Source: an optimization exercise on an open RTL-to-GDS flow (aim: small area, a short achievable clock period and few clock cycles). Production flows keep margins and buffers that such runs may drop.
RTL that was checked went through simulation tests only; none was proved equivalent to the original.
Power and IR drop assume default switching activity.

alpha:
## drawLine
module drawLine
    (
        output logic [18:0] addr  ,
        output logic [31:0] data  ,
        output logic        wr    ,
        input  logic        busy  ,
        input  logic        clk   ,
        input  logic        reset ,
        input  logic        clk_en,
        input  logic        start ,
        output logic        done  ,
        input  logic [31:0] dataa ,
        input  logic [31:0] datab ,
        input  logic  [7:0] n     ,
        output logic [31:0] result
    );
Settings: LEC_CHECK=0, ABC_CLOCK_PERIOD_IN_PS=2500, CAP_MARGIN=20, CORE_MARGIN=2, CORE_UTILIZATION=45, PLACE_DENSITY=0.6, SETUP_SLACK_MARGIN=3.0, SLEW_MARGIN=20; clock period 6.0 ns.
standard.sh (not shown) runs the stock make flow with config.mk's settings and CLKGATE_MAP_FILE= SYNTH_SCRIPT=/design/flow/synth_recipe.tcl, a recipe that flattens the netlist after the stock synthesis.
==> flow/flow/run.sh <==
#!/bin/bash
# Standard layout, with the port buffers made of the smallest buffer cell
# (the resizer upsizes them where timing needs it).
set -euo pipefail
export BUFFER_PORTS_ARGS="-buffer_cell sky130_fd_sc_hd__buf_1"
bash standard.sh finish > make_finish.log 2>&1
Testbench counts of alpha, summed over its fixed seeds: cycles 75,107.
> inputs changed (alpha -> beta)
- CORE_UTILIZATION: 45 -> 40
- SETUP_SLACK_MARGIN: 3.0 -> 3.05
==> results.txt <==
On beta: total die area is about 12% higher than what alpha gave.
Non-clock buffer contribution to total cell area across beta and alpha: no real change.
As far as synthesized cell count goes, alpha and beta are indistinguishable; the numbers are identical.
Inputs modified between beta and gamma:
- a change of SETUP_SLACK_MARGIN from 3.05 to 3.0
### Flow results
- Per the comparison of gamma with beta, wire length higher, utilization lower, maximum fanout along the worst path higher.
- Final cell count shrinks slightly when moving from beta to gamma.
- Between gamma and beta, it is gamma whose non-clock buffer count is lower, by about 5%.
- Compared with beta, gamma shows a overall power of the completed layout that is 1.7% lower.
- NOTE power of the combinational group beta->gamma decreased slightly
- The worst setup slack after layout in gamma sits 77 ps below the value recorded for beta.
- Compared with beta, gamma shows total cell area at the placement stage lower by about 0.3%.
Changes in delta relative to gamma:
- PLACE_DENSITY: 0.6 -> 0.7
- SETUP_SLACK_MARGIN: 3.0 -> 2.9
[summary]
delta vs gamma: setup slack down in delta. Looking at total of plain and repair buffers excluding clock buffers, delta sits 3 lower than gamma does. Diff gamma -> delta: number of global-route vias before repair grew by 144, cell area held steady, power attributed to combinational cells shrank by about 1%. Compared delta against gamma; share of cell area taken by multi-input logic gates within noise.

========
## run 1
Another version of the RTL of drawLine (not shown whole).
Size: about 940 cells after synthesis, roughly 160 I/O pins, roughly 7900 µm² of cells after synthesis.
export LEC_CHECK = 0
export ABC_CLOCK_PERIOD_IN_PS = 2500
export CAP_MARGIN = 20
export CORE_MARGIN = 2
export CORE_UTILIZATION = 40
export PLACE_DENSITY = 0.6
export SETUP_SLACK_MARGIN = 3.3
export SLEW_MARGIN = 20
create_clock -name core_clock -period 6.0 [get_ports {clk}]
run.sh (not shown) runs the stock make flow with config.mk's settings and CLKGATE_MAP_FILE= SYNTH_SCRIPT=/design/flow/synth_recipe.tcl, a recipe that flattens the netlist after the stock synthesis.
Stock flow here: none of the scripts above is used.
The following lists how run 2 was set up differently from run 1:
Settings: SETUP_SLACK_MARGIN: 3.3 -> 2.5.
==> flow/flow/run.sh (new file) <==
#!/bin/bash
# Standard layout, with the port buffers made of the smallest buffer cell
# (the resizer upsizes them where timing needs it).
set -euo pipefail
export BUFFER_PORTS_ARGS="-buffer_cell sky130_fd_sc_hd__buf_1"
bash standard.sh finish > make_finish.log 2>&1
==> flow/standard.sh (new file) <==
#!/bin/bash
# synth_recipe.tcl (not shown) runs the flow's synth.tcl, then flattens the netlist and writes it again
# the make line also repeats each setting of config.mk as NAME=value (left out here)
make -C /OpenROAD-flow-scripts/flow DESIGN_CONFIG=/design/flow/config.mk WORK_HOME=/design/flow/orfs CLKGATE_MAP_FILE= SYNTH_SCRIPT=/design/flow/synth_recipe.tcl "${@:-finish}"
removed: flow/run.sh
==> comparison <==
Run 1 ended up with freg[10] as its launching element of the worst setup path; run 2 ended up with sb. Worst setup slack for run 2: 0.16 ns down relative to run 1. The worst-path cell with the longest stage delay comes out sky130_fd_sc_hd__edfxtp_1 in one run and sky130_fd_sc_hd__o41ai_2 in the other, namely in run 1 and run 2 respectively. Going from run 1 to run 2, cell area lost 2200 µm², length in cells of the worst reg-to-reg path picked up an extra 2, number of multi-input logic gates neither gained nor lost much. Run 2 packs its core more loosely than run 1.
Here is what was changed in the inputs of run 3 compared with run 2.
Settings: SETUP_SLACK_MARGIN: 2.5 -> 3.3.
Notes after the runs:
For clock skew, run 3 and run 2 come out practically identical. In run 3 relative to run 2, global-route wire length before repair had gone up by more than 10%. The run with more routed wire is run 3, not run 2. Measured against each other, run 3 and run 2 differ in routed via count, the lower figure coming from run 2. Global routing usage on met1: run 3 vs run 2 up 1.3 points. Run 3 vs run 2: shortest period the worst path allows down. Of run 3 and run 2, the lower share of total power in combinational logic belongs to run 2. Area growth from synthesis to layout: run 3 vs run 2 up 23 points. On run 3: proportion of layout cells with a drive suffix above 1 is 16 points higher than what run 2 gave.
No run of this note included a check of the RTL's function; only the layout flow was run.

========
The RTL this note starts from:
==> flow/design.v <==
module drawLine
    (
        output logic [18:0] addr  ,
        output logic [31:0] data  ,
        output logic        wr    ,
        input  logic        busy  ,
        input  logic        clk   ,
        input  logic        reset ,
        input  logic        clk_en,
        input  logic        start ,
        output logic        done  ,
        input  logic [31:0] dataa ,
        input  logic [31:0] datab ,
        input  logic  [7:0] n     ,
        output logic [31:0] result
    );
    logic        sa, sb, sc, sd, se, sf, sg, sw, run;   
    logic        single;                            
    logic        first;                             
    logic        steep, sgx, sgy;
    logic [10:0] freg;
    logic  [9:0] cnt;
    wire [9:0] rp = result[9:0];
    wire [9:0] rq = result[29:20];
    wire idle = ~(sa | sb | sc | sd | se | sf | sg | sw | run);
    wire [9:0] x0 = dataa[9:0];
    wire [9:0] y0 = dataa[19:10];
    wire [9:0] x1 = dataa[29:20];
    wire [9:0] y1 = datab[9:0];
    wire       empty = (x0 == x1) && (y0 == y1) && (n != 8'd0);
    wire        cci = sb | (sc & ~sgx) | (sf & ~steep);
    wire [11:0] ccw = {1'b0, cnt, 1'b1} + {1'b0, ~rq, cci};
    wire        ccout = ccw[11];
    wire  [9:0] cc = ccw[10:1];
    wire        g    = ~freg[10];               
    wire        fsel = sb | sc | g;
    wire        fci  = sb | g;
    wire [10:0] fop  = fsel ? ~{1'b0, rp} : {1'b0, rq};
    wire [11:0] fsw  = {freg, 1'b1} + {fop, fci};
    wire [10:0] fs   = fsw[11:1];
    wire  [9:0] bigD = steep ? rq : cnt;
    wire        mx  = ~first & (~steep | g);
    wire        my  = ~first & (steep | g);
    wire        xn  = mx & sgx;
    wire        h0  = my ^ xn;
    wire        h1  = my ? sgy : xn;
    wire        h2  = my ? ~sgy : xn;
    wire [18:0] addend = {{9{h1}}, h2, h1, h0, {6{xn}}, mx}
                       | {2'b00, rp & {10{sb}}, 7'd0}
                       | {9'd0, rq[9:7] & {3{sc}}, 7'd0};
    wire [10:0] alo   = {1'b0, addr[9:0]} + {1'b0, addend[9:0]};
    wire  [8:0] ahi0  = addr[18:10] + addend[18:10];
    wire  [8:0] ahi1  = addr[18:10] + addend[18:10] + 9'd1;
    wire [18:0] asum  = {alo[10] ? ahi1 : ahi0, alo[9:0]};
    wire issue = ~busy;
    wire start_e = idle & start;
    wire ev_run  = (sg | run) & issue;           
    wire last    = (cnt == 10'd1);
    wire ev_one  = ((sc & single) | sw) & issue;  
    wire fin     = (ev_run & last) | ev_one;      
    wire        en_cnt  = start_e | sc | (sf & steep) | ev_run;
    wire  [9:0] d_cnt   = (sg | run) ? cnt - 10'd1 :
                          sc ? cc ^ {10{sgx}} :
                          sf ? rq : x1;
    wire        en_freg = start_e | sb | sc | sf | sg | (run & issue & ~first);
    wire [10:0] d_freg  = sf ? ~{2'b00, bigD[9:1]} :
                          idle ? {1'b0, y1} : fs;
    wire        en_addr = start_e | sb | sc | (run & issue);
    wire [18:0] d_addr  = idle ? {y0, 2'b00, x0[6:0]} : asum;
    wire        en_rp   = sa | sb | sf | fin;
    wire  [9:0] d_rp    = sa ? y0 : sb ? 10'd0 : sf ? cc ^ {10{steep}} : datab[9:0];
    wire        en_rq   = sa | sd | (sf & steep) | fin;
    wire  [9:0] d_rq    = sa ? x0 : sd ? freg[9:0] ^ {10{sgy}} : sf ? cnt : datab[29:20];
    wire        en_col  = sa | fin;
    assign data = {22'd0, result[19:10]};
    always_ff @(posedge clk) begin
        if (reset) begin
            sa     <= 1'b0;
            sb     <= 1'b0;
            sc     <= 1'b0;
            sd     <= 1'b0;
            se     <= 1'b0;
            sf     <= 1'b0;
            sg     <= 1'b0;
            sw     <= 1'b0;
            run    <= 1'b0;
            wr     <= 1'b0;
            done   <= 1'b0;
            result <= 32'd0;
        end else if (clk_en) begin
            sa   <= start_e & ~empty;
            sb   <= sa;
            sc   <= sb;
            sd   <= sc & ~single;
            se   <= sd;
            sf   <= se;
            sg   <= sf;
            sw   <= ((sc & single) | sw) & ~issue;
            run  <= (sg | run) & ~(issue & last);
            wr   <= ev_run | ev_one;
            done <= (start_e & empty) | fin;
            if (en_rp)  result[9:0]   <= d_rp;
            if (en_col) result[19:10] <= datab[19:10];
            if (en_rq)  result[29:20] <= d_rq;
            if (fin)    result[31:30] <= datab[31:30];
        end
    end
    always_ff @(posedge clk) begin
        if (clk_en) begin
            if (start_e) begin
                single <= (n == 8'd0);
            end
            if (start_e | ev_run)
                first <= start_e;
            if (sb)
                sgx <= ~ccout;
            if (sc)
                sgy <= freg[10];
            if (se)
                steep <= ~ccout;
            if (en_cnt)
                cnt <= d_cnt;
            if (en_freg)
                freg <= d_freg;
            if (en_addr)
                addr <= d_addr;
        end
    end
endmodule
export LEC_CHECK = 0
export ABC_CLOCK_PERIOD_IN_PS = 2500
export CAP_MARGIN = 20
export CORE_MARGIN = 2
export CORE_UTILIZATION = 40
export PLACE_DENSITY = 0.6
export SETUP_SLACK_MARGIN = 3.2
export SLEW_MARGIN = 20
create_clock -name core_clock -period 6.0 [get_ports {clk}]
standard.sh (not shown) runs the stock make flow with config.mk's settings and CLKGATE_MAP_FILE= SYNTH_SCRIPT=/design/flow/synth_recipe.tcl, a recipe that flattens the netlist after the stock synthesis.
==> flow/flow/run.sh <==
#!/bin/bash
# Standard layout, with the port buffers made of the smallest buffer cell
# (the resizer upsizes them where timing needs it).
set -euo pipefail
export BUFFER_PORTS_ARGS="-buffer_cell sky130_fd_sc_hd__buf_1"
bash standard.sh finish > make_finish.log 2>&1
Testbench counts at the start, summed over its fixed seeds: cycles 75,107.
==> next run, changes <==
- ABC_CLOCK_PERIOD_IN_PS: 2500 -> 2000
- SETUP_SLACK_MARGIN: 3.2 -> 2.9
What happened:
- The changed run finished with timing, DRC and antenna clean
- wire length went down by about 8%
- sequential cell count stays the same
- clock skew stays flat
- hold slack barely changes
- cell area is lower by about 9%
- register-to-register slack is about the same
- worst setup slack is about the same
- first-iteration DRC count is about the same
==> next run, changes <==
- ABC_CLOCK_PERIOD_IN_PS: 2000 -> 2500
- CORE_UTILIZATION: 40 -> 55
- CTS_BUF_LIST: unset -> sky130_fd_sc_hd__clkbuf_4 sky130_fd_sc_hd__clkbuf_8
- CTS_CLUSTER_SIZE: unset -> 30
- PLACE_DENSITY: 0.6 -> 0.65
What happened: Sequential cell count is unchanged; synthesized area does not change; worst hold slack gains 0.0056 ns; routed wire length rises by 3.7%; global-route usage rises by 9.4 points; critical path depth rises by 1; die area falls by 27%; clock-buffer cell count stays the same; via count rises by 4.6%; fmax falls by 1.3%; non-clock buffer count rises by 6.

========
Starts from the design.v that is shown in full above.
clock: 6.0 ns
lec_check: 0
cap_margin: 20
core_margin: 2
core_utilization: 40
place_density: 0.6
setup_slack_margin: 2.95
slew_margin: 20
Scripts as last shown in full above: flow/flow/run.sh
The baseline finished clean.
Testbench counts at the start, summed over its fixed seeds: cycles 75,107.
Rerun with:
- ABC_CLOCK_PERIOD_IN_PS: default -> 2500
- CORE_UTILIZATION: 40 -> 50
- PLACE_DENSITY: 0.6 -> 0.65
- SETUP_SLACK_MARGIN: 2.95 -> 2.9
The changed run went through all stages and came out clean.
Total power barely changes.
Design area is lower by 2.6%.
Clock power is higher by 4.2%.
Worst setup slack is worse by 0.11 ns.
Die area is lower by 19%.
Wire length is lower by 6.2%.
Rerun with:
- ABC_CLOCK_PERIOD_IN_PS: 2500 -> default
- CORE_UTILIZATION: 50 -> 40
- PLACE_DENSITY: 0.65 -> 0.6
- SETUP_SLACK_MARGIN: 2.9 -> 2.85
What happened:
- worst hold slack improves by 0.0089 ns
- sequential share of layout area went down by 0.86 points
- clock skew barely changes
Rerun with:
- ABC_CLOCK_PERIOD_IN_PS: default -> 2500
- SETUP_SLACK_MARGIN: 2.85 -> 2.8
The new run went through all stages and came out clean; routed wire length decreases by 3.8%; final area decreases by 4.8%; combinational power decreases by 6.0%; non-clock buffer count decreases by 33; clock-buffer cell count increases by 1; hold slack is about the same; die area stays the same.
Rerun with:
==> flow/flow/run.sh (replaced) <==
#!/bin/bash
# Standard layout, with the port buffers made of the smallest buffer cell
# (the resizer upsizes them where timing needs it), and the resizer's power
# recovery (downsizing gates off the critical paths) after global routing.
set -euo pipefail
export BUFFER_PORTS_ARGS="-buffer_cell sky130_fd_sc_hd__buf_1"
export RECOVER_POWER=100
bash standard.sh finish > make_finish.log 2>&1
- SETUP_SLACK_MARGIN: 2.8 -> 2.9
After rerunning: Now the flow reached the layout checks and failed them: max-capacitance violations, max-slew violations. Synthesized area is unchanged. Total power fell by 1.9%. Clock skew is about the same. Critical path depth fell by 4. Cell area fell by 0.65%. Non-clock buffer count rose by 5. Sequential share of layout area rose by 0.17 points. Final cell count rose by 0.41%. Sequential power stays flat.
Rerun with:
==> flow/flow/run.sh (replaced) <==
#!/bin/bash
# Standard layout, with the port buffers made of the smallest buffer cell
# (the resizer upsizes them where timing needs it).
set -euo pipefail
export BUFFER_PORTS_ARGS="-buffer_cell sky130_fd_sc_hd__buf_1"
bash standard.sh finish > make_finish.log 2>&1
- CTS_CLUSTER_SIZE: default -> 30
The changed run completed with no timing, DRC or antenna violations. Clock power barely changes. Via count grows by 0.45%. Area after synthesis stays the same. Routed wire length is about the same. Power grows by 0.91%. Worst setup slack gains 1.2 ns. Synthesized cell count stays the same. Flip-flop and latch count does not change. Sequential share of layout area shrinks by 0.39 points. Utilization grows by 0.70 points.

========
Starts from the design.v that is shown in full above.
==> flow/config.mk <==
export PLATFORM = sky130hd
export DESIGN_NAME = drawLine
export DESIGN_NICKNAME = drawLine
export VERILOG_FILES = /design/flow/design.v
export SDC_FILE = /design/flow/constraint.sdc
export NUM_CORES = 4
export LEC_CHECK = 0
export ABC_CLOCK_PERIOD_IN_PS = 2500
export CAP_MARGIN = 20
export CORE_MARGIN = 2
export CORE_UTILIZATION = 40
export PLACE_DENSITY = 0.6
export SETUP_SLACK_MARGIN = 2.9
export SLEW_MARGIN = 20
==> flow/constraint.sdc <==
create_clock -name core_clock -period 6.0 [get_ports {clk}]
set_input_delay 1.2000 -clock core_clock [delete_from_list [all_inputs] [get_ports {clk}]]
set_output_delay 1.2000 -clock core_clock [all_outputs]
set_load 0.01 [all_outputs]
==> flow/flow/run.sh <==
#!/bin/bash
# Standard layout, with the port buffers made of the smallest buffer cell
# (the resizer upsizes them where timing needs it).
set -euo pipefail
export BUFFER_PORTS_ARGS="-buffer_cell sky130_fd_sc_hd__buf_1"
bash standard.sh finish > make_finish.log 2>&1
Testbench counts at the start, summed over its fixed seeds: cycles 75,107.
Then changed:
- SETUP_SLACK_MARGIN: 2.9 -> 2.5
Design area went down by 3.6%.
Combinational power falls by 7.6%.
Final cell count decreases by 1.2%.
Worst hold slack gets better by 0.0075 ns.
Setup slack degrades by 0.22 ns.
Then changed:
- SETUP_SLACK_MARGIN: 2.5 -> 2.9
- TNS_END_PERCENT: default -> 0
After rerunning: The new run produced a clean layout. Sequential cell count is unchanged. Maximum frequency climbs by 4.9%. Routed wire length climbs by 4.1%.

[port drivers added, routing unchanged]
How much do the figures lean on ideal ports? The routed layouts below were timed once more, with nothing changed but the port constraints.
Step 1: set_driving_cell puts a clkbuf_16 on clk and a buf_2 on each other input, an assumption about the parent block.
Step 2, shift: input delay + t, output delay - t, t = (earliest + latest rising clock arrival at the registers) / 2. This alone moves slack from input paths to output paths.
a / b / c = ideal / step 1 / step 2; a / b = the first two.
run	t, ns	setup slack, ns	worst slew at a driven data input, ns	pins driven straight from the clock port
alpha	0.391	3.001 / 3.001 / 3.001	0.04	1
beta	0.394	3.069 / 3.069 / 3.032	0.05	1
gamma	0.400	2.991 / 2.991 / 2.991	0.05	1
delta	0.397	2.932 / 2.932 / 2.932	0.08	1
run 1	0.410	2.712 / 2.712 / 2.474	0.07	1
run 2	0.399	2.548 / 2.548 / 2.209	0.06	1
run 3	0.401	2.585 / 2.585 / 2.377	0.08	1
the first run of note 3	0.407	2.828 / 2.828 / 2.828	0.05	1
the second run of note 3	0.402	2.830 / 2.830 / 2.830	0.04	1
the third run of note 3	0.418	2.790 / 2.790 / 2.790	0.06	1
the first run of note 4	0.401	2.769 / 2.769 / 2.769	0.05	1
the second run of note 4	0.400	2.656 / 2.656 / 2.656	0.05	1
the third run of note 4	0.400	2.730 / 2.730 / 2.730	0.04	1
the fourth run of note 4	0.401	2.801 / 2.801 / 2.801	0.04	1
the fifth run of note 4	0.401	1.672 / 1.672 / 1.672	0.04	1
the sixth run of note 4	0.402	2.830 / 2.830 / 2.830	0.04	1
the first run of note 5	0.402	2.830 / 2.830 / 2.830	0.04	1
the second run of note 5	0.402	2.609 / 2.609 / 2.508	0.04	1
the third run of note 5	0.403	2.767 / 2.767 / 2.767	0.05	1
For run 2, which loses most, drivers alone change the setup slack by 0.000 ns; drivers and shift together by -0.339 ns.
